Context: an optimization exercise on an open-source flow, tuned for small area. The choices shown serve that exercise and are no tape-out recipe. Only simulation tests tie the RTL to the original design; equivalence was not proved.

==> design.v <==
module quad_chk (
        input  [15:0] x_in,
        input  [15:0] y_in,
        input         neg,
        output [15:0] x_out,
        output [15:0] y_out
    );
    assign x_out = neg ? (~x_in + 16'd1) : x_in;
    assign y_out = neg ? (~y_in + 16'd1) : y_in;
endmodule
module ip_upscale #(parameter W = 22) (
        input  [W-1:0] a,
        input  [W-1:0] b,
        input          ci,
        output [W-1:0] s
    );
    wire [W:0] c;
    assign c[0] = ci;
    genvar j;
    generate
        for (j = 0; j < W; j = j + 1) begin : bitj
            assign s[j]   = a[j] ^ b[j] ^ c[j];
            assign c[j+1] = (a[j] & b[j]) | (c[j] & (a[j] ^ b[j]));
        end
    endgenerate
endmodule
module addsub_sh #(
        parameter W = 22,
        parameter M = 21,
        parameter L = 0
    ) (
        input  [W-1:0] a,
        input  [W-1:0] t,
        input          d,
        output [W-1:0] s
    );
    wire [W-1:0] b = t ^ {W{d}};
    wire [W:0] c;
    assign s[0] = a[0] ^ t[0];
    assign c[1] = d ? (a[0] | ~t[0]) : (a[0] & t[0]);
    genvar j;
    generate
        for (j = 1; j < W; j = j + 1) begin : bitj
            wire cj;
            if (L > 0 && j == M + L) begin : skip
                wire e = b[M];
                assign cj = ~(e ? (~c[M] & ~(|a[M+L-1:M])) : (~c[M] | ~(&a[M+L-1:M])));
            end else begin : rip
                assign cj = c[j];
            end
            assign s[j]   = a[j] ^ b[j] ^ cj;
            assign c[j+1] = (a[j] & b[j]) | (cj & (a[j] ^ b[j]));
        end
    endgenerate
endmodule
module micro_rot_gen (
        input         clk,
        input  [13:0] r0,
        input  [15:1] am,
        input  [15:1] dir_in,
        output [15:1] dirs
    );
    localparam [4*14-1:0] WR = {4'd4,4'd4,4'd4,4'd5,4'd6,4'd7,4'd8,4'd9,4'd10,4'd11,4'd12,4'd13,4'd14,4'd14};
    localparam [16*14-1:0] AT = {16'h0001,16'h0002,16'h0005,16'h000A,16'h0014,16'h0028,16'h0051,
                                 16'h00A2,16'h0145,16'h028B,16'h0511,16'h09FB,16'h12E4,16'h2000};
    wire [15:1] asign;
    reg [13:0] rr0;
    always @(posedge clk) rr0 <= r0;
    wire [14*14-1:0] rv;
    assign rv[13:0] = rr0;
    assign asign[1] = rr0[13];
    genvar i;
    generate
        for (i = 1; i < 14; i = i + 1) begin : res
            localparam WI = WR[4*(i-1) +: 4];
            localparam WO = WR[4*i +: 4];
            wire [WO-1:0] rn;
            rot_block_last_stage #(.WI(WI), .WO(WO), .ATAN(AT[16*i +: 16])) st (
                .r_in(rv[14*(i-1) +: WI]), .r_out(rn)
            );
            reg [WO-1:0] rr;
            always @(posedge clk) rr <= {am[i] ? rn[WO-1] : rv[14*(i-1)+WI-1], rn[WO-2:0]};
            assign rv[14*i +: 14] = {{(14-WO){1'b0}}, rr};
            assign asign[i+1] = rr[WO-1];
        end
    endgenerate
    reg s14;
    always @(posedge clk) s14 <= asign[14];
    assign asign[15] = s14;
    assign dirs = asign ^ (~am & dir_in);
endmodule
module rot_block_first_stage (
        input  [15:0] x_in,
        input  [15:0] y_in,
        input         dir,
        output [15:0] x_out,
        output [15:0] y_out
    );
    ip_upscale #(.W(16)) ax (.a(x_in), .b(y_in ^ {16{dir}}),  .ci(dir),  .s(x_out));
    ip_upscale #(.W(16)) ay (.a(y_in), .b(x_in ^ {16{~dir}}), .ci(~dir), .s(y_out));
endmodule
module rot_block #(
        parameter W  = 22,
        parameter SH = 1,
        parameter LO = 0
    ) (
        input  [W-1:0] x_in,
        input  [W-1:0] y_in,
        input          dir,
        output [W-1:0] x_out,
        output [W-1:0] y_out
    );
    wire [W-1:0] ysh = {{SH{y_in[W-1]}}, y_in[W-1:SH]};
    wire [W-1:0] xsh = {{SH{x_in[W-1]}}, x_in[W-1:SH]};
    localparam M = W - 1 - SH - LO;              
    localparam R = SH + 1;                       
    localparam L = (R >= 3) ? (R + 1) / 2 : 0;   
    wire [W-1:LO] xa, ya;
    addsub_sh #(.W(W-LO), .M(M), .L(L)) ax (.a(x_in[W-1:LO]), .t(ysh[W-1:LO]), .d(dir),  .s(xa));
    addsub_sh #(.W(W-LO), .M(M), .L(L)) ay (.a(y_in[W-1:LO]), .t(xsh[W-1:LO]), .d(~dir), .s(ya));
    generate
        if (LO > 0) begin : pad
            assign x_out = {xa, {LO{1'b0}}};
            assign y_out = {ya, {LO{1'b0}}};
        end else begin : nopad
            assign x_out = xa;
            assign y_out = ya;
        end
    endgenerate
endmodule
module rot_block_last_stage #(
        parameter WI = 14,
        parameter WO = 14,
        parameter [15:0] ATAN = 16'h0
    ) (
        input  [WI-1:0] r_in,
        output [WO-1:0] r_out
    );
    wire [WO-1:0] ri = r_in[WO-1:0];
    wire [WO-1:0] at = ATAN[WO-1:0];
    assign r_out = r_in[WI-1] ? ri + at : ri - at;
endmodule
module output_scale (
        input  [21:0] x_in,
        input  [21:0] y_in,
        output [15:0] x_out,
        output [15:0] y_out
    );
    localparam SPLIT = 16;
    wire xw_1 = x_in[8] ^ x_in[11];
    wire xw_2 = x_in[8] & x_in[11];
    wire xw_3 = x_in[9] ^ x_in[12];
    wire xw_4 = x_in[9] & x_in[12];
    wire xw_5 = x_in[1] ^ x_in[4] ^ x_in[5];
    wire xw_6 = (x_in[1] & x_in[4]) | (x_in[5] & (x_in[1] ^ x_in[4]));
    wire xw_7 = x_in[7] ^ x_in[8];
    wire xw_8 = x_in[7] & x_in[8];
    wire xw_9 = x_in[2] ^ x_in[5] ^ x_in[6];
    wire xw_10 = (x_in[2] & x_in[5]) | (x_in[6] & (x_in[2] ^ x_in[5]));
    wire xw_11 = x_in[8] ^ x_in[9] ^ x_in[11];
    wire xw_12 = (x_in[8] & x_in[9]) | (x_in[11] & (x_in[8] ^ x_in[9]));
    wire xw_13 = x_in[12] ^ x_in[13];
    wire xw_14 = x_in[12] & x_in[13];
    wire xw_15 = x_in[3] ^ x_in[6] ^ x_in[7];
    wire xw_16 = (x_in[3] & x_in[6]) | (x_in[7] & (x_in[3] ^ x_in[6]));
    wire xw_17 = x_in[9] ^ x_in[10] ^ x_in[12];
    wire xw_18 = (x_in[9] & x_in[10]) | (x_in[12] & (x_in[9] ^ x_in[10]));
    wire xw_19 = x_in[13] ^ x_in[14] ^ x_in[16];
    wire xw_20 = (x_in[13] & x_in[14]) | (x_in[16] & (x_in[13] ^ x_in[14]));
    wire xw_21 = x_in[4] ^ x_in[7] ^ x_in[8];
    wire xw_22 = (x_in[4] & x_in[7]) | (x_in[8] & (x_in[4] ^ x_in[7]));
    wire xw_23 = x_in[10] ^ x_in[11] ^ x_in[13];
    wire xw_24 = (x_in[10] & x_in[11]) | (x_in[13] & (x_in[10] ^ x_in[11]));
    wire xw_25 = x_in[14] ^ x_in[15] ^ x_in[17];
    wire xw_26 = (x_in[14] & x_in[15]) | (x_in[17] & (x_in[14] ^ x_in[15]));
    wire xw_27 = x_in[5] ^ x_in[8] ^ x_in[9];
    wire xw_28 = (x_in[5] & x_in[8]) | (x_in[9] & (x_in[5] ^ x_in[8]));
    wire xw_29 = x_in[11] ^ x_in[12] ^ x_in[14];
    wire xw_30 = (x_in[11] & x_in[12]) | (x_in[14] & (x_in[11] ^ x_in[12]));
    wire xw_31 = x_in[15] ^ x_in[16] ^ x_in[18];
    wire xw_32 = (x_in[15] & x_in[16]) | (x_in[18] & (x_in[15] ^ x_in[16]));
    wire xw_33 = x_in[6] ^ x_in[9] ^ x_in[10];
    wire xw_34 = (x_in[6] & x_in[9]) | (x_in[10] & (x_in[6] ^ x_in[9]));
    wire xw_35 = x_in[12] ^ x_in[13] ^ x_in[15];
    wire xw_36 = (x_in[12] & x_in[13]) | (x_in[15] & (x_in[12] ^ x_in[13]));
    wire xw_37 = x_in[16] ^ x_in[17] ^ x_in[19];
    wire xw_38 = (x_in[16] & x_in[17]) | (x_in[19] & (x_in[16] ^ x_in[17]));
    wire xw_39 = x_in[7] ^ x_in[10] ^ x_in[11];
    wire xw_40 = (x_in[7] & x_in[10]) | (x_in[11] & (x_in[7] ^ x_in[10]));
    wire xw_41 = x_in[13] ^ x_in[14] ^ x_in[16];
    wire xw_42 = (x_in[13] & x_in[14]) | (x_in[16] & (x_in[13] ^ x_in[14]));
    wire xw_43 = x_in[17] ^ x_in[18] ^ x_in[20];
    wire xw_44 = (x_in[17] & x_in[18]) | (x_in[20] & (x_in[17] ^ x_in[18]));
    wire xw_45 = x_in[12] ^ x_in[14] ^ x_in[15];
    wire xw_46 = (x_in[12] & x_in[14]) | (x_in[15] & (x_in[12] ^ x_in[14]));
    wire xw_47 = x_in[17] ^ x_in[18] ^ x_in[19];
    wire xw_48 = (x_in[17] & x_in[18]) | (x_in[19] & (x_in[17] ^ x_in[18]));
    wire xw_49 = ~x_in[21] ^ 1'b1 ^ xw_1;
    wire xw_50 = (~x_in[21] & 1'b1) | (xw_1 & (~x_in[21] ^ 1'b1));
    wire xw_51 = x_in[13] ^ x_in[15] ^ x_in[16];
    wire xw_52 = (x_in[13] & x_in[15]) | (x_in[16] & (x_in[13] ^ x_in[15]));
    wire xw_53 = x_in[18] ^ x_in[19] ^ x_in[20];
    wire xw_54 = (x_in[18] & x_in[19]) | (x_in[20] & (x_in[18] ^ x_in[19]));
    wire xw_55 = 1'b1 ^ xw_3 ^ xw_2;
    wire xw_56 = (1'b1 & xw_3) | (xw_2 & (1'b1 ^ xw_3));
    wire xw_57 = x_in[10] ^ x_in[13] ^ x_in[14];
    wire xw_58 = (x_in[10] & x_in[13]) | (x_in[14] & (x_in[10] ^ x_in[13]));
    wire xw_59 = x_in[16] ^ x_in[17] ^ x_in[19];
    wire xw_60 = (x_in[16] & x_in[17]) | (x_in[19] & (x_in[16] ^ x_in[17]));
    wire xw_61 = x_in[20] ^ ~x_in[21] ^ xw_4;
    wire xw_62 = (x_in[20] & ~x_in[21]) | (xw_4 & (x_in[20] ^ ~x_in[21]));
    wire xw_63 = x_in[11] ^ x_in[14] ^ x_in[15];
    wire xw_64 = (x_in[11] & x_in[14]) | (x_in[15] & (x_in[11] ^ x_in[14]));
    wire xw_65 = x_in[17] ^ x_in[18] ^ x_in[20];
    wire xw_66 = (x_in[17] & x_in[18]) | (x_in[20] & (x_in[17] ^ x_in[18]));
    wire xw_67 = x_in[12] ^ x_in[15] ^ x_in[16];
    wire xw_68 = (x_in[12] & x_in[15]) | (x_in[16] & (x_in[12] ^ x_in[15]));
    wire xw_69 = x_in[13] ^ x_in[16];
    wire xw_70 = x_in[13] & x_in[16];
    wire xw_71 = x_in[10] ^ x_in[11] ^ x_in[12];
    wire xw_72 = (x_in[10] & x_in[11]) | (x_in[12] & (x_in[10] ^ x_in[11]));
    wire xw_73 = x_in[15] ^ xw_9 ^ xw_11;
    wire xw_74 = (x_in[15] & xw_9) | (xw_11 & (x_in[15] ^ xw_9));
    wire xw_75 = xw_13 ^ xw_6;
    wire xw_76 = xw_13 & xw_6;
    wire xw_77 = xw_15 ^ xw_17 ^ xw_19;
    wire xw_78 = (xw_15 & xw_17) | (xw_19 & (xw_15 ^ xw_17));
    wire xw_79 = xw_10 ^ xw_12 ^ xw_14;
    wire xw_80 = (xw_10 & xw_12) | (xw_14 & (xw_10 ^ xw_12));
    wire xw_81 = xw_21 ^ xw_23 ^ xw_25;
    wire xw_82 = (xw_21 & xw_23) | (xw_25 & (xw_21 ^ xw_23));
    wire xw_83 = xw_16 ^ xw_18 ^ xw_20;
    wire xw_84 = (xw_16 & xw_18) | (xw_20 & (xw_16 ^ xw_18));
    wire xw_85 = xw_27 ^ xw_29 ^ xw_31;
    wire xw_86 = (xw_27 & xw_29) | (xw_31 & (xw_27 ^ xw_29));
    wire xw_87 = xw_22 ^ xw_24 ^ xw_26;
    wire xw_88 = (xw_22 & xw_24) | (xw_26 & (xw_22 ^ xw_24));
    wire xw_89 = xw_33 ^ xw_35 ^ xw_37;
    wire xw_90 = (xw_33 & xw_35) | (xw_37 & (xw_33 ^ xw_35));
    wire xw_91 = xw_28 ^ xw_30 ^ xw_32;
    wire xw_92 = (xw_28 & xw_30) | (xw_32 & (xw_28 ^ xw_30));
    wire xw_93 = xw_39 ^ xw_41 ^ xw_43;
    wire xw_94 = (xw_39 & xw_41) | (xw_43 & (xw_39 ^ xw_41));
    wire xw_95 = xw_34 ^ xw_36 ^ xw_38;
    wire xw_96 = (xw_34 & xw_36) | (xw_38 & (xw_34 ^ xw_36));
    wire xw_97 = xw_45 ^ xw_47 ^ xw_49;
    wire xw_98 = (xw_45 & xw_47) | (xw_49 & (xw_45 ^ xw_47));
    wire xw_99 = xw_40 ^ xw_42 ^ xw_44;
    wire xw_100 = (xw_40 & xw_42) | (xw_44 & (xw_40 ^ xw_42));
    wire xw_101 = xw_51 ^ xw_53 ^ xw_55;
    wire xw_102 = (xw_51 & xw_53) | (xw_55 & (xw_51 ^ xw_53));
    wire xw_103 = xw_46 ^ xw_48 ^ xw_50;
    wire xw_104 = (xw_46 & xw_48) | (xw_50 & (xw_46 ^ xw_48));
    wire xw_105 = xw_57 ^ xw_59 ^ xw_61;
    wire xw_106 = (xw_57 & xw_59) | (xw_61 & (xw_57 ^ xw_59));
    wire xw_107 = xw_52 ^ xw_54 ^ xw_56;
    wire xw_108 = (xw_52 & xw_54) | (xw_56 & (xw_52 ^ xw_54));
    wire xw_109 = ~x_in[21] ^ xw_63 ^ xw_65;
    wire xw_110 = (~x_in[21] & xw_63) | (xw_65 & (~x_in[21] ^ xw_63));
    wire xw_111 = xw_58 ^ xw_60 ^ xw_62;
    wire xw_112 = (xw_58 & xw_60) | (xw_62 & (xw_58 ^ xw_60));
    wire xw_113 = x_in[18] ^ x_in[19] ^ ~x_in[21];
    wire xw_114 = (x_in[18] & x_in[19]) | (~x_in[21] & (x_in[18] ^ x_in[19]));
    wire xw_115 = xw_67 ^ xw_64 ^ xw_66;
    wire xw_116 = (xw_67 & xw_64) | (xw_66 & (xw_67 ^ xw_64));
    wire xw_117 = x_in[17] ^ x_in[19] ^ x_in[20];
    wire xw_118 = (x_in[17] & x_in[19]) | (x_in[20] & (x_in[17] ^ x_in[19]));
    wire xw_119 = 1'b1 ^ xw_69 ^ xw_68;
    wire xw_120 = (1'b1 & xw_69) | (xw_68 & (1'b1 ^ xw_69));
    wire xw_121 = x_in[14] ^ x_in[17] ^ x_in[18];
    wire xw_122 = (x_in[14] & x_in[17]) | (x_in[18] & (x_in[14] ^ x_in[17]));
    wire xw_123 = x_in[20] ^ ~x_in[21] ^ xw_70;
    wire xw_124 = (x_in[20] & ~x_in[21]) | (xw_70 & (x_in[20] ^ ~x_in[21]));
    wire xw_125 = x_in[15] ^ x_in[18] ^ x_in[19];
    wire xw_126 = (x_in[15] & x_in[18]) | (x_in[19] & (x_in[15] ^ x_in[18]));
    wire xw_127 = x_in[16] ^ x_in[19];
    wire xw_128 = x_in[16] & x_in[19];
    wire xw_129 = x_in[14] ^ xw_5;
    wire xw_130 = x_in[14] & xw_5;
    wire xw_131 = xw_8 ^ xw_73 ^ xw_75;
    wire xw_132 = (xw_8 & xw_73) | (xw_75 & (xw_8 ^ xw_73));
    wire xw_133 = xw_77 ^ xw_79 ^ xw_74;
    wire xw_134 = (xw_77 & xw_79) | (xw_74 & (xw_77 ^ xw_79));
    wire xw_135 = xw_81 ^ xw_83 ^ xw_78;
    wire xw_136 = (xw_81 & xw_83) | (xw_78 & (xw_81 ^ xw_83));
    wire xw_137 = xw_85 ^ xw_87 ^ xw_82;
    wire xw_138 = (xw_85 & xw_87) | (xw_82 & (xw_85 ^ xw_87));
    wire xw_139 = xw_89 ^ xw_91 ^ xw_86;
    wire xw_140 = (xw_89 & xw_91) | (xw_86 & (xw_89 ^ xw_91));
    wire xw_141 = xw_93 ^ xw_95 ^ xw_90;
    wire xw_142 = (xw_93 & xw_95) | (xw_90 & (xw_93 ^ xw_95));
    wire xw_143 = xw_97 ^ xw_99 ^ xw_94;
    wire xw_144 = (xw_97 & xw_99) | (xw_94 & (xw_97 ^ xw_99));
    wire xw_145 = xw_101 ^ xw_103 ^ xw_98;
    wire xw_146 = (xw_101 & xw_103) | (xw_98 & (xw_101 ^ xw_103));
    wire xw_147 = xw_105 ^ xw_107 ^ xw_102;
    wire xw_148 = (xw_105 & xw_107) | (xw_102 & (xw_105 ^ xw_107));
    wire xw_149 = xw_109 ^ xw_111 ^ xw_106;
    wire xw_150 = (xw_109 & xw_111) | (xw_106 & (xw_109 ^ xw_111));
    wire xw_151 = xw_113 ^ xw_115 ^ xw_110;
    wire xw_152 = (xw_113 & xw_115) | (xw_110 & (xw_113 ^ xw_115));
    wire xw_153 = xw_117 ^ xw_119 ^ xw_114;
    wire xw_154 = (xw_117 & xw_119) | (xw_114 & (xw_117 ^ xw_119));
    wire xw_155 = xw_121 ^ xw_123 ^ xw_118;
    wire xw_156 = (xw_121 & xw_123) | (xw_118 & (xw_121 ^ xw_123));
    wire xw_157 = ~x_in[21] ^ xw_125 ^ xw_122;
    wire xw_158 = (~x_in[21] & xw_125) | (xw_122 & (~x_in[21] ^ xw_125));
    wire xw_159 = x_in[20] ^ 1'b1 ^ xw_127;
    wire xw_160 = (x_in[20] & 1'b1) | (xw_127 & (x_in[20] ^ 1'b1));
    wire xw_161 = x_in[17] ^ x_in[20] ^ ~x_in[21];
    wire xw_162 = (x_in[17] & x_in[20]) | (~x_in[21] & (x_in[17] ^ x_in[20]));
    wire xw_163 = xw_7 ^ xw_71;
    wire xw_164 = xw_7 & xw_71;
    wire xw_165 = xw_72 ^ xw_131 ^ xw_130;
    wire xw_166 = (xw_72 & xw_131) | (xw_130 & (xw_72 ^ xw_131));
    wire xw_167 = xw_76 ^ xw_133 ^ xw_132;
    wire xw_168 = (xw_76 & xw_133) | (xw_132 & (xw_76 ^ xw_133));
    wire xw_169 = xw_80 ^ xw_135 ^ xw_134;
    wire xw_170 = (xw_80 & xw_135) | (xw_134 & (xw_80 ^ xw_135));
    wire xw_171 = xw_84 ^ xw_137 ^ xw_136;
    wire xw_172 = (xw_84 & xw_137) | (xw_136 & (xw_84 ^ xw_137));
    wire xw_173 = xw_88 ^ xw_139 ^ xw_138;
    wire xw_174 = (xw_88 & xw_139) | (xw_138 & (xw_88 ^ xw_139));
    wire xw_175 = xw_92 ^ xw_141 ^ xw_140;
    wire xw_176 = (xw_92 & xw_141) | (xw_140 & (xw_92 ^ xw_141));
    wire xw_177 = xw_96 ^ xw_143 ^ xw_142;
    wire xw_178 = (xw_96 & xw_143) | (xw_142 & (xw_96 ^ xw_143));
    wire xw_179 = xw_100 ^ xw_145 ^ xw_144;
    wire xw_180 = (xw_100 & xw_145) | (xw_144 & (xw_100 ^ xw_145));
    wire xw_181 = xw_104 ^ xw_147 ^ xw_146;
    wire xw_182 = (xw_104 & xw_147) | (xw_146 & (xw_104 ^ xw_147));
    wire xw_183 = xw_108 ^ xw_149 ^ xw_148;
    wire xw_184 = (xw_108 & xw_149) | (xw_148 & (xw_108 ^ xw_149));
    wire xw_185 = xw_112 ^ xw_151 ^ xw_150;
    wire xw_186 = (xw_112 & xw_151) | (xw_150 & (xw_112 ^ xw_151));
    wire xw_187 = xw_116 ^ xw_153 ^ xw_152;
    wire xw_188 = (xw_116 & xw_153) | (xw_152 & (xw_116 ^ xw_153));
    wire xw_189 = xw_120 ^ xw_155 ^ xw_154;
    wire xw_190 = (xw_120 & xw_155) | (xw_154 & (xw_120 ^ xw_155));
    wire xw_191 = xw_124 ^ xw_157 ^ xw_156;
    wire xw_192 = (xw_124 & xw_157) | (xw_156 & (xw_124 ^ xw_157));
    wire xw_193 = xw_126 ^ xw_159 ^ xw_158;
    wire xw_194 = (xw_126 & xw_159) | (xw_158 & (xw_126 ^ xw_159));
    wire xw_195 = xw_128 ^ xw_161 ^ xw_160;
    wire xw_196 = (xw_128 & xw_161) | (xw_160 & (xw_128 ^ xw_161));
    wire xw_197 = x_in[18] ^ ~x_in[21] ^ xw_162;
    wire xw_198 = (x_in[18] & ~x_in[21]) | (xw_162 & (x_in[18] ^ ~x_in[21]));
    wire xw_199 = x_in[19] ^ 1'b1;
    wire xw_200 = x_in[19] & 1'b1;
    wire xw_201 = x_in[20] ^ 1'b1;
    wire xw_202 = x_in[20] & 1'b1;
    wire yw_1 = y_in[8] ^ y_in[11];
    wire yw_2 = y_in[8] & y_in[11];
    wire yw_3 = y_in[9] ^ y_in[12];
    wire yw_4 = y_in[9] & y_in[12];
    wire yw_5 = y_in[1] ^ y_in[4] ^ y_in[5];
    wire yw_6 = (y_in[1] & y_in[4]) | (y_in[5] & (y_in[1] ^ y_in[4]));
    wire yw_7 = y_in[7] ^ y_in[8];
    wire yw_8 = y_in[7] & y_in[8];
    wire yw_9 = y_in[2] ^ y_in[5] ^ y_in[6];
    wire yw_10 = (y_in[2] & y_in[5]) | (y_in[6] & (y_in[2] ^ y_in[5]));
    wire yw_11 = y_in[8] ^ y_in[9] ^ y_in[11];
    wire yw_12 = (y_in[8] & y_in[9]) | (y_in[11] & (y_in[8] ^ y_in[9]));
    wire yw_13 = y_in[12] ^ y_in[13];
    wire yw_14 = y_in[12] & y_in[13];
    wire yw_15 = y_in[3] ^ y_in[6] ^ y_in[7];
    wire yw_16 = (y_in[3] & y_in[6]) | (y_in[7] & (y_in[3] ^ y_in[6]));
    wire yw_17 = y_in[9] ^ y_in[10] ^ y_in[12];
    wire yw_18 = (y_in[9] & y_in[10]) | (y_in[12] & (y_in[9] ^ y_in[10]));
    wire yw_19 = y_in[13] ^ y_in[14] ^ y_in[16];
    wire yw_20 = (y_in[13] & y_in[14]) | (y_in[16] & (y_in[13] ^ y_in[14]));
    wire yw_21 = y_in[4] ^ y_in[7] ^ y_in[8];
    wire yw_22 = (y_in[4] & y_in[7]) | (y_in[8] & (y_in[4] ^ y_in[7]));
    wire yw_23 = y_in[10] ^ y_in[11] ^ y_in[13];
    wire yw_24 = (y_in[10] & y_in[11]) | (y_in[13] & (y_in[10] ^ y_in[11]));
    wire yw_25 = y_in[14] ^ y_in[15] ^ y_in[17];
    wire yw_26 = (y_in[14] & y_in[15]) | (y_in[17] & (y_in[14] ^ y_in[15]));
    wire yw_27 = y_in[5] ^ y_in[8] ^ y_in[9];
    wire yw_28 = (y_in[5] & y_in[8]) | (y_in[9] & (y_in[5] ^ y_in[8]));
    wire yw_29 = y_in[11] ^ y_in[12] ^ y_in[14];
    wire yw_30 = (y_in[11] & y_in[12]) | (y_in[14] & (y_in[11] ^ y_in[12]));
    wire yw_31 = y_in[15] ^ y_in[16] ^ y_in[18];
    wire yw_32 = (y_in[15] & y_in[16]) | (y_in[18] & (y_in[15] ^ y_in[16]));
    wire yw_33 = y_in[6] ^ y_in[9] ^ y_in[10];
    wire yw_34 = (y_in[6] & y_in[9]) | (y_in[10] & (y_in[6] ^ y_in[9]));
    wire yw_35 = y_in[12] ^ y_in[13] ^ y_in[15];
    wire yw_36 = (y_in[12] & y_in[13]) | (y_in[15] & (y_in[12] ^ y_in[13]));
    wire yw_37 = y_in[16] ^ y_in[17] ^ y_in[19];
    wire yw_38 = (y_in[16] & y_in[17]) | (y_in[19] & (y_in[16] ^ y_in[17]));
    wire yw_39 = y_in[7] ^ y_in[10] ^ y_in[11];
    wire yw_40 = (y_in[7] & y_in[10]) | (y_in[11] & (y_in[7] ^ y_in[10]));
    wire yw_41 = y_in[13] ^ y_in[14] ^ y_in[16];
    wire yw_42 = (y_in[13] & y_in[14]) | (y_in[16] & (y_in[13] ^ y_in[14]));
    wire yw_43 = y_in[17] ^ y_in[18] ^ y_in[20];
    wire yw_44 = (y_in[17] & y_in[18]) | (y_in[20] & (y_in[17] ^ y_in[18]));
    wire yw_45 = y_in[12] ^ y_in[14] ^ y_in[15];
    wire yw_46 = (y_in[12] & y_in[14]) | (y_in[15] & (y_in[12] ^ y_in[14]));
    wire yw_47 = y_in[17] ^ y_in[18] ^ y_in[19];
    wire yw_48 = (y_in[17] & y_in[18]) | (y_in[19] & (y_in[17] ^ y_in[18]));
    wire yw_49 = ~y_in[21] ^ 1'b1 ^ yw_1;
    wire yw_50 = (~y_in[21] & 1'b1) | (yw_1 & (~y_in[21] ^ 1'b1));
    wire yw_51 = y_in[13] ^ y_in[15] ^ y_in[16];
    wire yw_52 = (y_in[13] & y_in[15]) | (y_in[16] & (y_in[13] ^ y_in[15]));
    wire yw_53 = y_in[18] ^ y_in[19] ^ y_in[20];
    wire yw_54 = (y_in[18] & y_in[19]) | (y_in[20] & (y_in[18] ^ y_in[19]));
    wire yw_55 = 1'b1 ^ yw_3 ^ yw_2;
    wire yw_56 = (1'b1 & yw_3) | (yw_2 & (1'b1 ^ yw_3));
    wire yw_57 = y_in[10] ^ y_in[13] ^ y_in[14];
    wire yw_58 = (y_in[10] & y_in[13]) | (y_in[14] & (y_in[10] ^ y_in[13]));
    wire yw_59 = y_in[16] ^ y_in[17] ^ y_in[19];
    wire yw_60 = (y_in[16] & y_in[17]) | (y_in[19] & (y_in[16] ^ y_in[17]));
    wire yw_61 = y_in[20] ^ ~y_in[21] ^ yw_4;
    wire yw_62 = (y_in[20] & ~y_in[21]) | (yw_4 & (y_in[20] ^ ~y_in[21]));
    wire yw_63 = y_in[11] ^ y_in[14] ^ y_in[15];
    wire yw_64 = (y_in[11] & y_in[14]) | (y_in[15] & (y_in[11] ^ y_in[14]));
    wire yw_65 = y_in[17] ^ y_in[18] ^ y_in[20];
    wire yw_66 = (y_in[17] & y_in[18]) | (y_in[20] & (y_in[17] ^ y_in[18]));
    wire yw_67 = y_in[12] ^ y_in[15] ^ y_in[16];
    wire yw_68 = (y_in[12] & y_in[15]) | (y_in[16] & (y_in[12] ^ y_in[15]));
    wire yw_69 = y_in[13] ^ y_in[16];
    wire yw_70 = y_in[13] & y_in[16];
    wire yw_71 = y_in[10] ^ y_in[11] ^ y_in[12];
    wire yw_72 = (y_in[10] & y_in[11]) | (y_in[12] & (y_in[10] ^ y_in[11]));
    wire yw_73 = y_in[15] ^ yw_9 ^ yw_11;
    wire yw_74 = (y_in[15] & yw_9) | (yw_11 & (y_in[15] ^ yw_9));
    wire yw_75 = yw_13 ^ yw_6;
    wire yw_76 = yw_13 & yw_6;
    wire yw_77 = yw_15 ^ yw_17 ^ yw_19;
    wire yw_78 = (yw_15 & yw_17) | (yw_19 & (yw_15 ^ yw_17));
    wire yw_79 = yw_10 ^ yw_12 ^ yw_14;
    wire yw_80 = (yw_10 & yw_12) | (yw_14 & (yw_10 ^ yw_12));
    wire yw_81 = yw_21 ^ yw_23 ^ yw_25;
    wire yw_82 = (yw_21 & yw_23) | (yw_25 & (yw_21 ^ yw_23));
    wire yw_83 = yw_16 ^ yw_18 ^ yw_20;
    wire yw_84 = (yw_16 & yw_18) | (yw_20 & (yw_16 ^ yw_18));
    wire yw_85 = yw_27 ^ yw_29 ^ yw_31;
    wire yw_86 = (yw_27 & yw_29) | (yw_31 & (yw_27 ^ yw_29));
    wire yw_87 = yw_22 ^ yw_24 ^ yw_26;
    wire yw_88 = (yw_22 & yw_24) | (yw_26 & (yw_22 ^ yw_24));
    wire yw_89 = yw_33 ^ yw_35 ^ yw_37;
    wire yw_90 = (yw_33 & yw_35) | (yw_37 & (yw_33 ^ yw_35));
    wire yw_91 = yw_28 ^ yw_30 ^ yw_32;
    wire yw_92 = (yw_28 & yw_30) | (yw_32 & (yw_28 ^ yw_30));
    wire yw_93 = yw_39 ^ yw_41 ^ yw_43;
    wire yw_94 = (yw_39 & yw_41) | (yw_43 & (yw_39 ^ yw_41));
    wire yw_95 = yw_34 ^ yw_36 ^ yw_38;
    wire yw_96 = (yw_34 & yw_36) | (yw_38 & (yw_34 ^ yw_36));
    wire yw_97 = yw_45 ^ yw_47 ^ yw_49;
    wire yw_98 = (yw_45 & yw_47) | (yw_49 & (yw_45 ^ yw_47));
    wire yw_99 = yw_40 ^ yw_42 ^ yw_44;
    wire yw_100 = (yw_40 & yw_42) | (yw_44 & (yw_40 ^ yw_42));
    wire yw_101 = yw_51 ^ yw_53 ^ yw_55;
    wire yw_102 = (yw_51 & yw_53) | (yw_55 & (yw_51 ^ yw_53));
    wire yw_103 = yw_46 ^ yw_48 ^ yw_50;
    wire yw_104 = (yw_46 & yw_48) | (yw_50 & (yw_46 ^ yw_48));
    wire yw_105 = yw_57 ^ yw_59 ^ yw_61;
    wire yw_106 = (yw_57 & yw_59) | (yw_61 & (yw_57 ^ yw_59));
    wire yw_107 = yw_52 ^ yw_54 ^ yw_56;
    wire yw_108 = (yw_52 & yw_54) | (yw_56 & (yw_52 ^ yw_54));
    wire yw_109 = ~y_in[21] ^ yw_63 ^ yw_65;
    wire yw_110 = (~y_in[21] & yw_63) | (yw_65 & (~y_in[21] ^ yw_63));
    wire yw_111 = yw_58 ^ yw_60 ^ yw_62;
    wire yw_112 = (yw_58 & yw_60) | (yw_62 & (yw_58 ^ yw_60));
    wire yw_113 = y_in[18] ^ y_in[19] ^ ~y_in[21];
    wire yw_114 = (y_in[18] & y_in[19]) | (~y_in[21] & (y_in[18] ^ y_in[19]));
    wire yw_115 = yw_67 ^ yw_64 ^ yw_66;
    wire yw_116 = (yw_67 & yw_64) | (yw_66 & (yw_67 ^ yw_64));
    wire yw_117 = y_in[17] ^ y_in[19] ^ y_in[20];
    wire yw_118 = (y_in[17] & y_in[19]) | (y_in[20] & (y_in[17] ^ y_in[19]));
    wire yw_119 = 1'b1 ^ yw_69 ^ yw_68;
    wire yw_120 = (1'b1 & yw_69) | (yw_68 & (1'b1 ^ yw_69));
    wire yw_121 = y_in[14] ^ y_in[17] ^ y_in[18];
    wire yw_122 = (y_in[14] & y_in[17]) | (y_in[18] & (y_in[14] ^ y_in[17]));
    wire yw_123 = y_in[20] ^ ~y_in[21] ^ yw_70;
    wire yw_124 = (y_in[20] & ~y_in[21]) | (yw_70 & (y_in[20] ^ ~y_in[21]));
    wire yw_125 = y_in[15] ^ y_in[18] ^ y_in[19];
    wire yw_126 = (y_in[15] & y_in[18]) | (y_in[19] & (y_in[15] ^ y_in[18]));
    wire yw_127 = y_in[16] ^ y_in[19];
    wire yw_128 = y_in[16] & y_in[19];
    wire yw_129 = y_in[14] ^ yw_5;
    wire yw_130 = y_in[14] & yw_5;
    wire yw_131 = yw_8 ^ yw_73 ^ yw_75;
    wire yw_132 = (yw_8 & yw_73) | (yw_75 & (yw_8 ^ yw_73));
    wire yw_133 = yw_77 ^ yw_79 ^ yw_74;
    wire yw_134 = (yw_77 & yw_79) | (yw_74 & (yw_77 ^ yw_79));
    wire yw_135 = yw_81 ^ yw_83 ^ yw_78;
    wire yw_136 = (yw_81 & yw_83) | (yw_78 & (yw_81 ^ yw_83));
    wire yw_137 = yw_85 ^ yw_87 ^ yw_82;
    wire yw_138 = (yw_85 & yw_87) | (yw_82 & (yw_85 ^ yw_87));
    wire yw_139 = yw_89 ^ yw_91 ^ yw_86;
    wire yw_140 = (yw_89 & yw_91) | (yw_86 & (yw_89 ^ yw_91));
    wire yw_141 = yw_93 ^ yw_95 ^ yw_90;
    wire yw_142 = (yw_93 & yw_95) | (yw_90 & (yw_93 ^ yw_95));
    wire yw_143 = yw_97 ^ yw_99 ^ yw_94;
    wire yw_144 = (yw_97 & yw_99) | (yw_94 & (yw_97 ^ yw_99));
    wire yw_145 = yw_101 ^ yw_103 ^ yw_98;
    wire yw_146 = (yw_101 & yw_103) | (yw_98 & (yw_101 ^ yw_103));
    wire yw_147 = yw_105 ^ yw_107 ^ yw_102;
    wire yw_148 = (yw_105 & yw_107) | (yw_102 & (yw_105 ^ yw_107));
    wire yw_149 = yw_109 ^ yw_111 ^ yw_106;
    wire yw_150 = (yw_109 & yw_111) | (yw_106 & (yw_109 ^ yw_111));
    wire yw_151 = yw_113 ^ yw_115 ^ yw_110;
    wire yw_152 = (yw_113 & yw_115) | (yw_110 & (yw_113 ^ yw_115));
    wire yw_153 = yw_117 ^ yw_119 ^ yw_114;
    wire yw_154 = (yw_117 & yw_119) | (yw_114 & (yw_117 ^ yw_119));
    wire yw_155 = yw_121 ^ yw_123 ^ yw_118;
    wire yw_156 = (yw_121 & yw_123) | (yw_118 & (yw_121 ^ yw_123));
    wire yw_157 = ~y_in[21] ^ yw_125 ^ yw_122;
    wire yw_158 = (~y_in[21] & yw_125) | (yw_122 & (~y_in[21] ^ yw_125));
    wire yw_159 = y_in[20] ^ 1'b1 ^ yw_127;
    wire yw_160 = (y_in[20] & 1'b1) | (yw_127 & (y_in[20] ^ 1'b1));
    wire yw_161 = y_in[17] ^ y_in[20] ^ ~y_in[21];
    wire yw_162 = (y_in[17] & y_in[20]) | (~y_in[21] & (y_in[17] ^ y_in[20]));
    wire yw_163 = yw_7 ^ yw_71;
    wire yw_164 = yw_7 & yw_71;
    wire yw_165 = yw_72 ^ yw_131 ^ yw_130;
    wire yw_166 = (yw_72 & yw_131) | (yw_130 & (yw_72 ^ yw_131));
    wire yw_167 = yw_76 ^ yw_133 ^ yw_132;
    wire yw_168 = (yw_76 & yw_133) | (yw_132 & (yw_76 ^ yw_133));
    wire yw_169 = yw_80 ^ yw_135 ^ yw_134;
    wire yw_170 = (yw_80 & yw_135) | (yw_134 & (yw_80 ^ yw_135));
    wire yw_171 = yw_84 ^ yw_137 ^ yw_136;
    wire yw_172 = (yw_84 & yw_137) | (yw_136 & (yw_84 ^ yw_137));
    wire yw_173 = yw_88 ^ yw_139 ^ yw_138;
    wire yw_174 = (yw_88 & yw_139) | (yw_138 & (yw_88 ^ yw_139));
    wire yw_175 = yw_92 ^ yw_141 ^ yw_140;
    wire yw_176 = (yw_92 & yw_141) | (yw_140 & (yw_92 ^ yw_141));
    wire yw_177 = yw_96 ^ yw_143 ^ yw_142;
    wire yw_178 = (yw_96 & yw_143) | (yw_142 & (yw_96 ^ yw_143));
    wire yw_179 = yw_100 ^ yw_145 ^ yw_144;
    wire yw_180 = (yw_100 & yw_145) | (yw_144 & (yw_100 ^ yw_145));
    wire yw_181 = yw_104 ^ yw_147 ^ yw_146;
    wire yw_182 = (yw_104 & yw_147) | (yw_146 & (yw_104 ^ yw_147));
    wire yw_183 = yw_108 ^ yw_149 ^ yw_148;
    wire yw_184 = (yw_108 & yw_149) | (yw_148 & (yw_108 ^ yw_149));
    wire yw_185 = yw_112 ^ yw_151 ^ yw_150;
    wire yw_186 = (yw_112 & yw_151) | (yw_150 & (yw_112 ^ yw_151));
    wire yw_187 = yw_116 ^ yw_153 ^ yw_152;
    wire yw_188 = (yw_116 & yw_153) | (yw_152 & (yw_116 ^ yw_153));
    wire yw_189 = yw_120 ^ yw_155 ^ yw_154;
    wire yw_190 = (yw_120 & yw_155) | (yw_154 & (yw_120 ^ yw_155));
    wire yw_191 = yw_124 ^ yw_157 ^ yw_156;
    wire yw_192 = (yw_124 & yw_157) | (yw_156 & (yw_124 ^ yw_157));
    wire yw_193 = yw_126 ^ yw_159 ^ yw_158;
    wire yw_194 = (yw_126 & yw_159) | (yw_158 & (yw_126 ^ yw_159));
    wire yw_195 = yw_128 ^ yw_161 ^ yw_160;
    wire yw_196 = (yw_128 & yw_161) | (yw_160 & (yw_128 ^ yw_161));
    wire yw_197 = y_in[18] ^ ~y_in[21] ^ yw_162;
    wire yw_198 = (y_in[18] & ~y_in[21]) | (yw_162 & (y_in[18] ^ ~y_in[21]));
    wire yw_199 = y_in[19] ^ 1'b1;
    wire yw_200 = y_in[19] & 1'b1;
    wire yw_201 = y_in[20] ^ 1'b1;
    wire yw_202 = y_in[20] & 1'b1;
    wire [21:0] x_r0 = {1'b1, ~x_in[21], xw_201, xw_199, xw_197, xw_195, xw_193, xw_191, xw_189, xw_187, xw_185, xw_183, xw_181, xw_179, xw_177, xw_175, xw_173, xw_171, xw_169, xw_167, xw_165, xw_129};
    wire [21:0] x_r1 = {1'b0, xw_202, xw_200, xw_198, xw_196, xw_194, xw_192, xw_190, xw_188, xw_186, xw_184, xw_182, xw_180, xw_178, xw_176, xw_174, xw_172, xw_170, xw_168, xw_166, xw_164, xw_163};
    wire [22:0] x_c; assign x_c[0] = 1'b0; wire [21:0] x_sum;
    genvar x_j; generate for (x_j = 0; x_j < SPLIT; x_j = x_j + 1) begin : x_cpa
        assign x_sum[x_j] = x_r0[x_j] ^ x_r1[x_j] ^ x_c[x_j];
        assign x_c[x_j+1] = (x_r0[x_j] & x_r1[x_j]) | (x_c[x_j] & (x_r0[x_j] ^ x_r1[x_j]));
    end endgenerate
    assign x_sum[21:SPLIT] = x_r0[21:SPLIT] + x_r1[21:SPLIT] + x_c[SPLIT];
    wire [21:0] y_r0 = {1'b1, ~y_in[21], yw_201, yw_199, yw_197, yw_195, yw_193, yw_191, yw_189, yw_187, yw_185, yw_183, yw_181, yw_179, yw_177, yw_175, yw_173, yw_171, yw_169, yw_167, yw_165, yw_129};
    wire [21:0] y_r1 = {1'b0, yw_202, yw_200, yw_198, yw_196, yw_194, yw_192, yw_190, yw_188, yw_186, yw_184, yw_182, yw_180, yw_178, yw_176, yw_174, yw_172, yw_170, yw_168, yw_166, yw_164, yw_163};
    wire [22:0] y_c; assign y_c[0] = 1'b0; wire [21:0] y_sum;
    genvar y_j; generate for (y_j = 0; y_j < SPLIT; y_j = y_j + 1) begin : y_cpa
        assign y_sum[y_j] = y_r0[y_j] ^ y_r1[y_j] ^ y_c[y_j];
        assign y_c[y_j+1] = (y_r0[y_j] & y_r1[y_j]) | (y_c[y_j] & (y_r0[y_j] ^ y_r1[y_j]));
    end endgenerate
    assign y_sum[21:SPLIT] = y_r0[21:SPLIT] + y_r1[21:SPLIT] + y_c[SPLIT];
    assign x_out = x_sum[21:6];
    assign y_out = y_sum[21:6];
endmodule
module op_downscale (
        input             clk,
        input             nreset,
        input             en,
        input      [15:0] x_in,
        input      [15:0] y_in,
        output reg [15:0] x_out,
        output reg [15:0] y_out
    );
    always @(posedge clk or negedge nreset) begin
        if (~nreset) begin
            x_out <= 16'd0;
            y_out <= 16'd0;
        end else if (en) begin
            x_out <= x_in;
            y_out <= y_in;
        end
    end
endmodule
module CORDIC_Rotation_top #(
        parameter DATA_WIDTH = 16,
        parameter CORDIC_WIDTH = 22,
        parameter ANGLE_WIDTH = 16,
        parameter CORDIC_STAGES = 16
    ) (
        input clk,
        input nreset,
        input enable_in,
        input angle_microRot_n,
        input signed [DATA_WIDTH-1:0] x_in,
        input signed [DATA_WIDTH-1:0] y_in,
        input signed [ANGLE_WIDTH-1:0] angle_in,
        input [CORDIC_STAGES-1:0] microRot_dir_in,
        input microRot_vld,
        input [1:0] quad_in,
        output signed [DATA_WIDTH-1:0] x_out,
        output signed [DATA_WIDTH-1:0] y_out,
        output output_valid_o,
        output rot_active_o
    );
    localparam W = 22;
    wire [1:0] quad = angle_microRot_n ? angle_in[15:14] : {quad_in[1], quad_in[1] ^ quad_in[0]};
    wire       neg  = quad[1] ^ quad[0];
    wire       dir0 = angle_microRot_n ? angle_in[14] : (microRot_dir_in[0] ^ quad[0]);
    wire [15:0] xq, yq;
    quad_chk qc (.x_in(x_in), .y_in(y_in), .neg(neg), .x_out(xq), .y_out(yq));
    wire [15:0] x1, y1;
    rot_block_first_stage s0 (.x_in(xq), .y_in(yq), .dir(dir0), .x_out(x1), .y_out(y1));
    wire [13:0] r0 = {angle_microRot_n ? ~angle_in[13] : quad[0], angle_in[12:0]};
    reg [16:1] v;
    reg        v17, v18;
    always @(posedge clk or negedge nreset) begin
        if (~nreset) begin
            v   <= 16'd0;
            v17 <= 1'b0;
            v18 <= 1'b0;
        end else begin
            v   <= {v[15:1], enable_in};
            v17 <= v[16];
            v18 <= v17;
        end
    end
    assign rot_active_o   = v[1];
    assign output_valid_o = v18;
    reg [15:1] am;
    always @(posedge clk) am <= {am[14:1], angle_microRot_n};
    wire [W*17-1:0] xs, ys;
    wire [15:0] dirs;
    assign dirs[0] = dir0;
    micro_rot_gen mrg (
        .clk(clk), .r0(r0), .am(am), .dir_in(microRot_dir_in[15:1]), .dirs(dirs[15:1])
    );
    reg [15:0] x1r, y1r;
    always @(posedge clk) begin
        x1r <= ~x1;
        y1r <= ~y1;
    end
    assign xs[W*1 +: W] = {~x1r, 6'd0};
    assign ys[W*1 +: W] = {~y1r, 6'd0};
    genvar k;
    generate
        for (k = 1; k < 16; k = k + 1) begin : stg
            localparam LI = (k == 1) ? 6 : (k == 2) ? 5 : (k == 3) ? 3 : 0;    
            localparam LO = (LI > k) ? LI - k : 0;                                
            wire [W-1:0] xi = xs[W*k +: W];
            wire [W-1:0] yi = ys[W*k +: W];
            wire [W-1:0] xn, yn;
            rot_block #(.W(W), .SH(k), .LO(LO)) rb (
                .x_in(xi), .y_in(yi), .dir(dirs[k]), .x_out(xn), .y_out(yn)
            );
            reg [W-1:LO] xr, yr;
            always @(posedge clk) begin
                xr <= ~xn[W-1:LO];
                yr <= ~yn[W-1:LO];
            end
            if (LO > 0) begin : pad
                assign xs[W*(k+1) +: W] = {~xr, {LO{1'b0}}};
                assign ys[W*(k+1) +: W] = {~yr, {LO{1'b0}}};
            end else begin : nopad
                assign xs[W*(k+1) +: W] = ~xr;
                assign ys[W*(k+1) +: W] = ~yr;
            end
        end
    endgenerate
    wire [15:0] xo, yo;
    output_scale sc (.x_in(xs[W*16 +: W]), .y_in(ys[W*16 +: W]), .x_out(xo), .y_out(yo));
    op_downscale od (.clk(clk), .nreset(nreset), .en(v[16]), .x_in(xo), .y_in(yo), .x_out(x_out), .y_out(y_out));
endmodule
==> flow/run.sh <==
#!/bin/bash
set -o pipefail
CTS="-sink_clustering_enable -repair_clock_nets -sink_clustering_size 16 -sink_clustering_max_diameter 70 -buf_list sky130_fd_sc_hd__clkbuf_8 -dont_use_dummy_load"
bash standard.sh \
    BUFFER_PORTS_ARGS="-buffer_cell sky130_fd_sc_hd__buf_1" \
    CTS_ARGS="$CTS" \
    RECOVER_POWER=100 \
    POST_GLOBAL_ROUTE_TCL="$PWD/flow/post_grt.tcl" \
    finish > standard_flow.log 2>&1
==> flow/post_grt.tcl <==
# After the power recovery at the end of global routing: repair max slew / max capacitance /
# fanout again (the recovery may have downsized drivers of high-fanout nets such as the
# reset), then re-route the changed nets and rewrite the route guides.
global_route -start_incremental
repair_design_helper
detailed_placement
global_route -end_incremental
estimate_parasitics -global_routing
write_guides $::env(RESULTS_DIR)/route.guide
==> standard.sh <==
#!/bin/bash
# synth_recipe.tcl (not shown) runs the flow's synth.tcl, then flattens the netlist and writes it again
# the make line also repeats each setting of config.mk as NAME=value (left out here)
make -C /OpenROAD-flow-scripts/flow DESIGN_CONFIG=/design/flow/config.mk WORK_HOME=/design/flow/orfs CLKGATE_MAP_FILE= SYNTH_SCRIPT=/design/flow/synth_recipe.tcl "${@:-finish}"
==> config.mk <==
export PLATFORM = sky130hd
export DESIGN_NAME = CORDIC_Rotation_top
export DESIGN_NICKNAME = CORDIC_Rotation_top
export VERILOG_FILES = /design/flow/design.v
export SDC_FILE = /design/flow/constraint.sdc
export NUM_CORES = 4
export LEC_CHECK = 0
export CAP_MARGIN = 20
export CORE_MARGIN = 2
export CORE_UTILIZATION = 75
export CTS_BUF_LIST = sky130_fd_sc_hd__clkbuf_8
export CTS_CLUSTER_DIAMETER = 70
export CTS_CLUSTER_SIZE = 16
export PLACE_DENSITY = 0.85
export SLEW_MARGIN = 20
==> constraint.sdc <==
create_clock -name core_clock -period 10.0 [get_ports {clk}]
set_input_delay 2.0000 -clock core_clock [delete_from_list [all_inputs] [get_ports {clk}]]
set_output_delay 2.0000 -clock core_clock [all_outputs]
set_load 0.01 [all_outputs]
==> summary.md <==
For the fraction of the core area covered by cells at the end of the flow, the log shows 79.4%. Relative to the synthesized area, the layout overhead comes to 5.25%. Counting flops with an async set or reset pin after synthesis yields a share of 5.85%. The tools report the net count reported at finish as 4,572. For the number of slew-limit violations in the final report, the log shows 0. After Yosys synthesis, full adders, half adders and majority gates account for 37.8% of the synthesized area. The number of antenna violations at the first check in global routing came out at 1. The detailed router placed 23,700 vias in this run. Die boundary width: 250 µm. For the post-detailed-route count of antenna-violating nets, the log shows 0. The die is 250 µm tall.

No sink is reached through more buffers than the 3 on the longest clock path. In this run the worst path has a maximum fanout of 9.

The tools report the core outline area as 60,100 µm². The launch instance of the worst min-delay path was mrg.res[5].rr[0]. The filler cells instantiated in the layout total 3,445. The setup check on the worst reg-to-reg path leaves a slack of 0.62 ns. In this run the mean area of a mapped cell was 13.2 µm². The first global-routing pass estimated 134,000 µm of wire. In this run, distinct cell masters in the synthesized netlist total 56. The most used flip-flop cell after synthesis is sky130_fd_sc_hd__dfxtp_1. The worst hold path passes through 0 cells.

The later pin in the worst-skew pair is clocked with a latency of 0.68 ns. For the overall overflow remaining after global route, the log shows 0. Data on the critical path is required at its endpoint by 10.53 ns. The floorplan step defined a die boundary enclosing 62,500 µm². After synthesis, the largest family of logic cells by area is adder cells. The register clock-pin slew on the reported worst setup and hold paths is 0.09 ns. In the global route stage, overall resource usage came out at 27.1%.

The wire-length estimate of the detail-placed layout is 65,500 µm. The average wire length per cell after detail routing is 18.0 µm, and the basic-gate share of the synthesized area counting and, or, nand and nor cells is 2.93%. The register cell area after layout is 17,300 µm². The run gives 4,414 as the net count of the mapped netlist. The type of the most critical hold path was reg2reg. The flip-flop and latch count after synthesis is 854. For the worst flop-to-flop path, the logic depth is 32.

The number of global-route vias before repair came out at 27,600. In this run the number of H-tree levels came out at 3. The number of flops mapped to enable cells by yosys is 0, and the maximum clock frequency is 105 MHz. The portion of synthesized area spent on multiplexers is 1.10%.

The minimum clock period came out at 9.52 ns. Entering global routing, the biggest net connects 51 pins. Post-CTS repair changed the size of 0 cells.

At the pin with the least slew margin, the transition time is 1.02 ns. Summed over all layers, the routed wires come to 78,700 µm. For this run, the register share of the synthesized area comes to 38.2%. In this run the core area contains 90 standard-cell rows. The area of the multi-input gates is 26,200 µm². The capture endpoint of the worst hold path is mrg.res[6].rr[0]. The synthesized netlist devotes 3.14% of its cell area to compound gates. Once the clock tree was built, the setup fixing pass inserted 0 buffers. After the first detailed-routing iteration, the DRC count stood at 992. In this run the critical register-to-register path is captured at od.x_out[14]. For this design the top-level I/O count stands at 105. For this configuration, the core starts out at a cell density of 75.5%.

After layout, the worst path uses 95.2% of the clock period. Yosys printed 3 warnings. The clock sink total came out at 854. The synthesized instance count was 3,441; the clock tree skew after final layout was 0.0755 ns. Cells with a size suffix above 1 make up 4.23% of the layout. The tool flagged a number of max-cap violations equal to 0.

Setup violations remaining at the end of the flow were counted as 0. The worst setup path is launched from a primary input. The count of buffers added on input and output ports is 103. The logs give 10.06 ns for the data arrival time at the worst-slack endpoint and 5 for the detailed-routing iteration count for the pre-antenna-repair pass. The run finished with no timing, DRC or antenna violations. The number of hold buffers added after CTS was 0. In the routed layout, each cell is associated on average with a via count of 5.40. The worst setup path is captured at a register. The tree is rooted in a sky130_fd_sc_hd__clkbuf_8. Summing every instance area after synthesis gives 45,400 µm². The worst register-to-register path begins at stg[15].xr[11].

For this run, design rule violations remaining after detail routing come to 0. In this run, CTS created clock tree buffers numbering 66. The logs give 32.0% for the remaining max-slew budget at the tightest pin and 0 for the final count of hold timing violations.

For the routability congestion estimate from global placement, the log shows 0.888. TritonCTS built the clock tree. Of the total synthesized cell area, the portion taken by XOR and XNOR cells is 12.7%.

The setup path with the least slack is of type in2reg.
==> kinds of logic (layout without fill, tap and decap cells) <==
family                   count (synthesis)  after routing
adder cells (fa/ha/maj)                902            902
flip-flops                             854            854
XOR/XNOR                               653            653
buffers and inverters                  495            651
AND/OR/NAND/NOR                        257            257
AO/OA/AOI/OAI                          235            235
multiplexers                            45             45
other                                    0              1
==> state kept, by name (all words and copies together) (netlist names), 16 cells and up <==
register    count
stg.xr        318
v              16
y1r            16
mrg.res.rr    104
stg.yr        321
od.y_out       16
od.x_out       16
==> layer usage <==
layer  up-vias  part of all wire, %  track usage (%)
li1      10800                    -                -
met1     12300                   38             32.3
met2       367                   57             51.2
met3       157                  2.9             3.73
met4         0                  2.8             7.97
met5         -                    0                0
==> critical path, cell delays in order <==
cell,delay [ns]
sky130_fd_sc_hd__buf_1,0.08
sky130_fd_sc_hd__nor2b_1,0.13
sky130_fd_sc_hd__xnor2_1,0.48
sky130_fd_sc_hd__clkbuf_1,0.53
sky130_fd_sc_hd__xor2_1,0.19
sky130_fd_sc_hd__fa_1,0.46
sky130_fd_sc_hd__fa_1,0.40
sky130_fd_sc_hd__fa_1,0.39
sky130_fd_sc_hd__fa_1,0.39
sky130_fd_sc_hd__fa_1,0.39
sky130_fd_sc_hd__fa_1,0.40
sky130_fd_sc_hd__fa_1,0.41
sky130_fd_sc_hd__fa_1,0.41
sky130_fd_sc_hd__fa_1,0.39
sky130_fd_sc_hd__fa_1,0.39
sky130_fd_sc_hd__fa_1,0.39
sky130_fd_sc_hd__fa_1,0.40
sky130_fd_sc_hd__fa_1,0.42
sky130_fd_sc_hd__a21oi_1,0.13
sky130_fd_sc_hd__a21oi_1,0.07
sky130_fd_sc_hd__fa_1,0.38
sky130_fd_sc_hd__inv_1,0.08
sky130_fd_sc_hd__fa_1,0.15
sky130_fd_sc_hd__inv_1,0.05
sky130_fd_sc_hd__fa_1,0.37
sky130_fd_sc_hd__xor2_1,0.17
==> synthesized netlist by cell type (4+ instances only) <==
master	instances	share of area [%]
sky130_fd_sc_hd__mux2_2	38	0.94
sky130_fd_sc_hd__o41ai_1	4	0.077
sky130_fd_sc_hd__o21ai_0	53	0.58
sky130_fd_sc_hd__o31ai_1	10	0.17
sky130_fd_sc_hd__o21a_1	12	0.20
sky130_fd_sc_hd__ha_1	122	3.4
sky130_fd_sc_hd__a31oi_1	4	0.055
sky130_fd_sc_hd__a21o_1	29	0.48
sky130_fd_sc_hd__inv_1	449	3.7
sky130_fd_sc_hd__nor2b_1	27	0.37
sky130_fd_sc_hd__fa_1	780	34
sky130_fd_sc_hd__or3_1	9	0.12
sky130_fd_sc_hd__mux2i_1	7	0.15
sky130_fd_sc_hd__nor3_1	19	0.21
sky130_fd_sc_hd__nand2b_1	12	0.17
sky130_fd_sc_hd__xnor2_1	385	7.4
sky130_fd_sc_hd__or4_1	9	0.15
sky130_fd_sc_hd__nor4_1	19	0.26
sky130_fd_sc_hd__dfxtp_1	804	35
sky130_fd_sc_hd__a21oi_1	91	1.0
sky130_fd_sc_hd__nor2_1	63	0.52
sky130_fd_sc_hd__nand4_1	23	0.32
sky130_fd_sc_hd__buf_2	4	0.044
sky130_fd_sc_hd__nand3_1	13	0.14
sky130_fd_sc_hd__xor2_1	261	5.0
sky130_fd_sc_hd__nand2_1	47	0.39
sky130_fd_sc_hd__clkbuf_1	36	0.30
sky130_fd_sc_hd__dfrtp_1	50	2.8
sky130_fd_sc_hd__o21bai_1	8	0.13
sky130_fd_sc_hd__xnor2_2	6	0.22
sky130_fd_sc_hd__buf_1	6	0.050
sky130_fd_sc_hd__o211ai_1	5	0.083
==> layout make-up <==
cell class                 count  area share, %
tap                          782           2.05
multi-input combinational   2092           54.9
timing repair buffer         136           1.28
antenna                        1        0.00524
sequential                   854           36.3
inverter                     449           3.53
clock buffer                  66           1.90
==> layout by cell type (no fill, tap or decap), types with 53 or more instances in the layout <==
cell type,Yosys,final
sky130_fd_sc_hd__dfxtp_1,804,804
sky130_fd_sc_hd__fa_1,780,780
sky130_fd_sc_hd__inv_1,449,449
sky130_fd_sc_hd__xnor2_1,385,383
sky130_fd_sc_hd__xor2_1,261,260
sky130_fd_sc_hd__ha_1,122,122
sky130_fd_sc_hd__buf_1,6,101
sky130_fd_sc_hd__a21oi_1,91,90
sky130_fd_sc_hd__clkbuf_8,0,66
sky130_fd_sc_hd__nor2_1,63,63
sky130_fd_sc_hd__o21ai_0,53,53
==> through the flow <==
stage          cell area [µm²]  instances  setup TNS (ns)  setup WS [ns]  hold WS [ns]
2_1_floorplan            45400       3441         -0.0164        -0.0164         0.310
3_3_place_gp             46900       4312         -0.0428        -0.0336         0.312
3_5_place_dp             46900       4312           -1.33         -0.200         0.312
4_1_cts                  47800       4378               0          0.528         0.308
6_report                 47800       4380               0          0.476         0.307
==> how the worst max path moves through the flow <==
stage                     to  cells past startpoint  slack (ns)                from
6_report       stg[7].yr[21]                     26        0.48  microRot_dir_in[7]
3_3_place_gp   stg[4].yr[19]                     25       -0.03  microRot_dir_in[4]
4_1_cts        stg[4].xr[18]                     24        0.53  microRot_dir_in[4]
3_5_place_dp   stg[4].xr[18]                     24       -0.20  microRot_dir_in[4]
2_1_floorplan  stg[4].yr[19]                     25       -0.02  microRot_dir_in[4]

[afterwards: timing with drivers on the ports]
How much do the figures lean on ideal ports? The routed layout below was timed once more, with nothing changed but the port constraints.
Step 1, drivers: a clkbuf_16 drives clk and a buf_2 each remaining input, both assumed.
Step 2 also shifts input and output timing later by t, the mid clock arrival at the registers, as if the neighbouring blocks saw the same clock.
Three values: ideal ports, drivers, drivers and shift; two values: the first two.
t, ns: 0.698
setup WS [ns]: 0.476 / 0.511 / -0.187
worst hold slack (ns): 0.307 / 0.307 / 0.307
worst slew at a driven data input, ns: 0.05
pins driven straight from the clock port: 1
With both steps, setup timing fails in this run, where it was met with ideal ports. For this run, drivers alone change the setup slack by +0.035 ns; drivers and shift together by -0.663 ns.
